What follows belongs to an exercise in optimizing a design on an open flow for small area; a production flow would make more cautious choices.
Where RTL was checked, it was by simulation tests only, not by an equivalence proof against the original.
Power and IR drop assume default switching activity.

==> inputs of cedar <==
==> flow/design.v <==
`timescale 1ns / 1ps
module FloatingPointAdder(
	input wire [26 : 0] in_1,
	input wire [26 : 0] in_2,
	input wire clk_pll,
	output wire [26 : 0] out
    );
	wire s1 = in_1[26];
	wire s2 = in_2[26];
	wire [7:0] e1 = in_1[25:18];
	wire [7:0] e2 = in_2[25:18];
	wire [17:0] f1 = in_1[17:0];
	wire [17:0] f2 = in_2[17:0];
	wire [8:0] ediff = {e1[7], e1} - {e2[7], e2};
	wire elt = ediff[8];
	wire eeq = (e1 == e2);
	wire flt = (f1 < f2);
	wire swap = elt | (eeq & flt);
	wire [7:0] d = elt ? (e2 - e1) : ediff[7:0];
	wire sb = swap ? s2 : s1;
	wire [7:0] eb = swap ? e2 : e1;
	wire [17:0] fb = swap ? f2 : f1;
	wire [17:0] fs = swap ? f1 : f2;
	wire [17:0] sh = fs >> d;
	wire sub = s1 ^ s2;
	wire [18:0] sum = {1'b0, fb} + ({19{sub}} ^ {1'b0, sh}) + {18'd0, sub};
	reg p1_sign;
	reg [7:0] p1_exp;
	reg [18:0] p1_sum;
	always @(posedge clk_pll)
	begin
		p1_sign <= sb;
		p1_exp <= eb;
		p1_sum <= sum;
	end
	wire z16 = ~|p1_sum[18:3];
	wire [18:0] n16 = z16 ? {p1_sum[2:0], 16'd0} : p1_sum;
	wire z8 = ~|n16[18:11];
	wire [18:0] n8 = z8 ? {n16[10:0], 8'd0} : n16;
	wire z4 = ~|n8[18:15];
	wire [18:0] n4 = z4 ? {n8[14:0], 4'd0} : n8;
	wire z2 = ~|n4[18:17];
	wire [18:0] n2 = z2 ? {n4[16:0], 2'd0} : n4;
	wire z1 = ~n2[18];
	wire [18:0] n1 = z1 ? {n2[17:0], 1'b0} : n2;
	wire zero = ~|p1_sum;
	wire [4:0] lz = zero ? 5'd19 : {z16, z8, z4, z2, z1};
	wire [9:0] ex = {{2{p1_exp[7]}}, p1_exp} + 10'd1 - {5'd0, lz};
	wire [7:0] exs = (ex[9] & ~&ex[8:7]) ? 8'h80 :
	                 (~ex[9] & |ex[8:7]) ? 8'h7f : ex[7:0];
	reg p2_sign;
	reg [7:0] p2_exp;
	reg [16:0] p2_frac;
	always @(posedge clk_pll)
	begin
		p2_sign <= p1_sign & ~zero;
		p2_exp <= exs;
		p2_frac <= n1[17:1];
	end
	assign out = {p2_sign, p2_exp, 1'b1, p2_frac};
endmodule
==> flow/run.sh <==
#!/bin/bash
# synth_recipe.tcl (not shown) runs the flow's synth.tcl, then flattens the netlist and writes it again
# the make line also repeats each setting of config.mk as NAME=value (left out here)
make -C /OpenROAD-flow-scripts/flow DESIGN_CONFIG=/design/flow/config.mk WORK_HOME=/design/flow/orfs CLKGATE_MAP_FILE= SYNTH_SCRIPT=/design/flow/synth_recipe.tcl finish
==> flow/config.mk <==
export PLATFORM = sky130hd
export DESIGN_NAME = FloatingPointAdder
export DESIGN_NICKNAME = FloatingPointAdder
export VERILOG_FILES = /design/flow/design.v
export SDC_FILE = /design/flow/constraint.sdc
export NUM_CORES = 4
export LEC_CHECK = 0
export CAP_MARGIN = 20
export CORE_MARGIN = 2
export CORE_UTILIZATION = 40
export SLEW_MARGIN = 20
==> flow/constraint.sdc <==
create_clock -name core_clock -period 5.5 [get_ports {clk_pll}]
set_input_delay 1.1000 -clock core_clock [delete_from_list [all_inputs] [get_ports {clk_pll}]]
set_output_delay 1.1000 -clock core_clock [all_outputs]
set_load 0.01 [all_outputs]
==> quartz: changes against cedar <==
==> flow/design.v, changed modules only <==
module FloatingPointAdder(
	input wire [26 : 0] in_1,
	input wire [26 : 0] in_2,
	input wire clk_pll,
	output wire [26 : 0] out
    );
	wire s1 = in_1[26];
	wire s2 = in_2[26];
	wire [7:0] e1 = in_1[25:18];
	wire [7:0] e2 = in_2[25:18];
	wire [17:0] f1 = in_1[17:0];
	wire [17:0] f2 = in_2[17:0];
	wire [8:0] ediff = {e1[7], e1} - {e2[7], e2};
	wire elt = ediff[8];
	wire swap = elt | ((e1 == e2) & (f1 < f2));
	wire [7:0] d = elt ? (e2 - e1) : ediff[7:0];
	reg p1_sign;
	reg p1_sub;
	reg [7:0] p1_exp;
	reg [17:0] p1_big;
	reg [17:0] p1_small;
	always @(posedge clk_pll)
	begin
		p1_sign <= swap ? s2 : s1;
		p1_sub <= s1 ^ s2;
		p1_exp <= swap ? e2 : e1;
		p1_big <= swap ? f2 : f1;
		p1_small <= (swap ? f1 : f2) >> d;
	end
	wire [18:0] sum = {1'b0, p1_big} + ({19{p1_sub}} ^ {1'b0, p1_small}) + {18'd0, p1_sub};
	reg [4:0] lz;
	integer i;
	always @(*)
	begin
		lz = 5'd19;
		for (i = 0; i <= 18; i = i + 1)
			if (sum[i]) lz = 18 - i;
	end
	wire zero = ~|sum;
	reg p2_sign;
	reg [7:0] p2_exp;
	reg [17:0] p2_sum;
	reg [4:0] p2_lz;
	always @(posedge clk_pll)
	begin
		p2_sign <= p1_sign & ~zero;
		p2_exp <= p1_exp;
		p2_sum <= sum[17:0];
		p2_lz <= lz;
	end
	wire [18:0] nrm = {1'b0, p2_sum} << p2_lz;
	wire [16:0] frac = nrm[17:1];
	wire [9:0] ex = {{2{p2_exp[7]}}, p2_exp} + 10'd1 - {5'd0, p2_lz};
	wire [7:0] exs = (ex[9] & ~&ex[8:7]) ? 8'h80 :
	                 (~ex[9] & |ex[8:7]) ? 8'h7f : ex[7:0];
	assign out = {p2_sign, exs, 1'b1, frac};
endmodule
==> flow/flow/run.sh (new file) <==
#!/bin/bash
# Standard ORFS layout with these changes:
#  - port buffers use the smallest buffer cell (buf_1);
#  - adders use Yosys's default Brent-Kung carry network, not Kogge-Stone;
#  - no full/half-adder cell extraction; ABC maps all logic with the
#    area-oriented script flow/area.abc.
# Synthesis is the standard flow's own script (synth_recipe.tcl) with only the ABC call
# changed; registers are unchanged.
set -e
W=$PWD
sed 's|^  log_cmd abc {\*}\$abc_args$|  log_cmd abc -script $::env(MY_ABC_SCRIPT) {*}[lrange $abc_args 2 end]|' \
  $FLOW_HOME/scripts/synth.tcl > $W/synth_mod.tcl
grep -q MY_ABC_SCRIPT $W/synth_mod.tcl
sed "s|source \$::env(SCRIPTS_DIR)/synth.tcl|source $W/synth_mod.tcl|" synth_recipe.tcl > $W/flow_synth.tcl
grep -q synth_mod.tcl $W/flow_synth.tcl
sed "s|SYNTH_SCRIPT=[^ ]*|SYNTH_SCRIPT=$W/flow_synth.tcl|" standard.sh > $W/flow_standard.sh
grep -q flow_synth.tcl $W/flow_standard.sh
export MY_ABC_SCRIPT=$W/flow/area.abc
export BUFFER_PORTS_ARGS="-buffer_cell sky130_fd_sc_hd__buf_1"
export SYNTH_OPERATIONS_ARGS="-nofsm"
export ADDER_MAP_FILE=
bash $W/flow_standard.sh > $W/standard.log 2>&1
==> flow/flow/area.abc (new file) <==
strash
balance -l
resub -K 6 -l
rewrite -l
resub -K 6 -N 2 -l
refactor -l
resub -K 8 -l
balance -l
resub -K 8 -N 2 -l
rewrite -l
resub -K 10 -l
rewrite -z -l
resub -K 10 -N 2 -l
balance -l
resub -K 12 -l
refactor -z -l
resub -K 12 -N 2 -l
rewrite -z -l
balance -l
dch -f
amap
topo
stime -c
==> flow/standard.sh (new file) <==
#!/bin/bash
# synth_recipe.tcl (not shown) runs the flow's synth.tcl, then flattens the netlist and writes it again
# the make line also repeats each setting of config.mk as NAME=value (left out here)
make -C /OpenROAD-flow-scripts/flow DESIGN_CONFIG=/design/flow/config.mk WORK_HOME=/design/flow/orfs CLKGATE_MAP_FILE= SYNTH_SCRIPT=/design/flow/synth_recipe.tcl "${@:-finish}"
CORE_UTILIZATION = 60   (was 40)
CTS_BUF_LIST = sky130_fd_sc_hd__clkbuf_4 sky130_fd_sc_hd__clkbuf_8   (was default)
removed: flow/run.sh
==> qor summary <==
metric	quartz	cedar
First DRT Iteration DRCs	285	309
CP peak stage delay	0.36 ns	0.46 ns
Count leader, synth	nor2_1	nand2_1
Run status	finished clean	complete, but fails checks
Violated checks	-	setup timing
Number of flip-flops and latches	78	54
Area Growth Syn to Fin	19.0%	60.2%
Cell row count	33	45
Synth cell types	34	73
Clock buffer count	10	5
Clock slew at reported path FFs	0.08 ns	0.07 ns
Synthesized flop and latch total	78	54
Largest net degree at the start of global routing	43	27
Multi-input logic cell count	556	638
Synth Area per Inst	6.77 um^2	7.69 um^2
Number of placed cells counting well taps	925	1,213
Met2 Use GR	51.5%	40.8%
Net switching fraction of the power	41.2%	41.5%
Worst-case clock skew	0.00862 ns	0.0117 ns
Worst Setup Start Kind	register	primary input
Pint	1530 uW	2050 uW
CORE AREA	8090 um^2	15,000 um^2
Final core utilization	72.4%	65.1%
Worst setup path endpoint	p2_sign	p1_sum[18]
The RTL of cedar was laid out without a check of its function.

==> v19: inputs <==
RTL: one of the versions met above, not the one the previous note started from.
clock: 5.5 ns
lec_check: 0
cap_margin: 20
core_margin: 2
core_utilization: 60
cts_buf_list: sky130_fd_sc_hd__clkbuf_4 sky130_fd_sc_hd__clkbuf_8
slew_margin: 20
standard.sh (not shown) runs the stock make flow with config.mk's settings and CLKGATE_MAP_FILE= SYNTH_SCRIPT=/design/flow/synth_recipe.tcl, a recipe that flattens the netlist after the stock synthesis.
==> flow/flow/run.sh <==
#!/bin/bash
# Standard ORFS layout with two changes: port buffers use the smallest
# buffer cell, and adders are mapped with Yosys's default (Brent-Kung)
# carry network instead of Kogge-Stone.
export BUFFER_PORTS_ARGS="-buffer_cell sky130_fd_sc_hd__buf_1"
export SYNTH_OPERATIONS_ARGS="-nofsm"
bash standard.sh > standard.log 2>&1
==> v17 (differences from v19) <==
==> flow/flow/run.sh (replaced) <==
#!/bin/bash
# Standard ORFS layout with these changes:
#  - port buffers use the smallest buffer cell (buf_1);
#  - clock tree of clkbuf_4 cells, without dummy balancing loads;
#  - adders use Yosys's default Brent-Kung carry network, not Kogge-Stone;
#  - no full/half-adder cell extraction; ABC maps all logic with the
#    area-oriented script flow/area.abc.
# Synthesis is the standard flow's own script (synth_recipe.tcl) with only the ABC call
# changed; registers are unchanged.
set -e
W=$PWD
sed 's|^  log_cmd abc {\*}\$abc_args$|  log_cmd abc -script $::env(MY_ABC_SCRIPT) {*}[lrange $abc_args 2 end]|' \
  $FLOW_HOME/scripts/synth.tcl > $W/synth_mod.tcl
grep -q MY_ABC_SCRIPT $W/synth_mod.tcl
sed "s|source \$::env(SCRIPTS_DIR)/synth.tcl|source $W/synth_mod.tcl|" synth_recipe.tcl > $W/flow_synth.tcl
grep -q synth_mod.tcl $W/flow_synth.tcl
sed "s|SYNTH_SCRIPT=[^ ]*|SYNTH_SCRIPT=$W/flow_synth.tcl|" standard.sh > $W/flow_standard.sh
grep -q flow_synth.tcl $W/flow_standard.sh
export MY_ABC_SCRIPT=$W/flow/area.abc
export BUFFER_PORTS_ARGS="-buffer_cell sky130_fd_sc_hd__buf_1"
export SYNTH_OPERATIONS_ARGS="-nofsm"
export ADDER_MAP_FILE=
export CTS_ARGS="-sink_clustering_enable -repair_clock_nets -buf_list sky130_fd_sc_hd__clkbuf_4 -dont_use_dummy_load"
bash $W/flow_standard.sh > $W/standard.log 2>&1
==> flow/flow/area.abc (new file) <==
strash
balance -l
resub -K 6 -l
rewrite -l
resub -K 6 -N 2 -l
refactor -l
resub -K 8 -l
balance -l
resub -K 8 -N 2 -l
rewrite -l
resub -K 10 -l
rewrite -z -l
resub -K 10 -N 2 -l
balance -l
resub -K 12 -l
refactor -z -l
resub -K 12 -N 2 -l
rewrite -z -l
balance -l
dch -f
amap
topo
stime -c
CTS_BUF_LIST = sky130_fd_sc_hd__clkbuf_4   (was sky130_fd_sc_hd__clkbuf_4 sky130_fd_sc_hd__clkbuf_8)
GPL_TIMING_DRIVEN = 0   (was default)
==> comparison <==
Between v17 and v19, the lower global-route usage is in v19 (gap 2.8 points). In v19 the wire length is larger than in v17, by 7.6%. Via count: v19 is lower than v17 (6.5%). Between v19 and v17, the lower non-clock buffer count is in v19 (gap 8). Against v19, the final cell count of v17 is larger by 4.0%.

what the ideal ports hide:
No port has a modelled driver above. Below, the same layouts with a new extraction and two added sets of constraints. Step 1: set_driving_cell puts a clkbuf_16 on clk_pll and a buf_2 on each other input, an assumption about the parent block. Step 2, shift: input delay + t, output delay - t, t = (earliest + latest rising clock arrival at the registers) / 2. This alone moves slack from input paths to output paths. Slacks: ideal ports / drivers / drivers and shift; pairs: ideal ports / drivers.
run | shift t [ns] | slack for setup (ns) | pins driven straight from the clock port
cedar | 0.325 | -0.662 / -0.688 / -1.013 | 1
quartz | 0.371 | 0.387 / 0.387 / 0.103 | 1
v19 | 0.367 | 0.513 / 0.484 / 0.525 | 1
v17 | 0.412 | 0.422 / 0.422 / 0.036 | 1
For v17, which loses most, drivers alone change the setup slack by 0.000 ns; drivers and shift together by -0.386 ns.
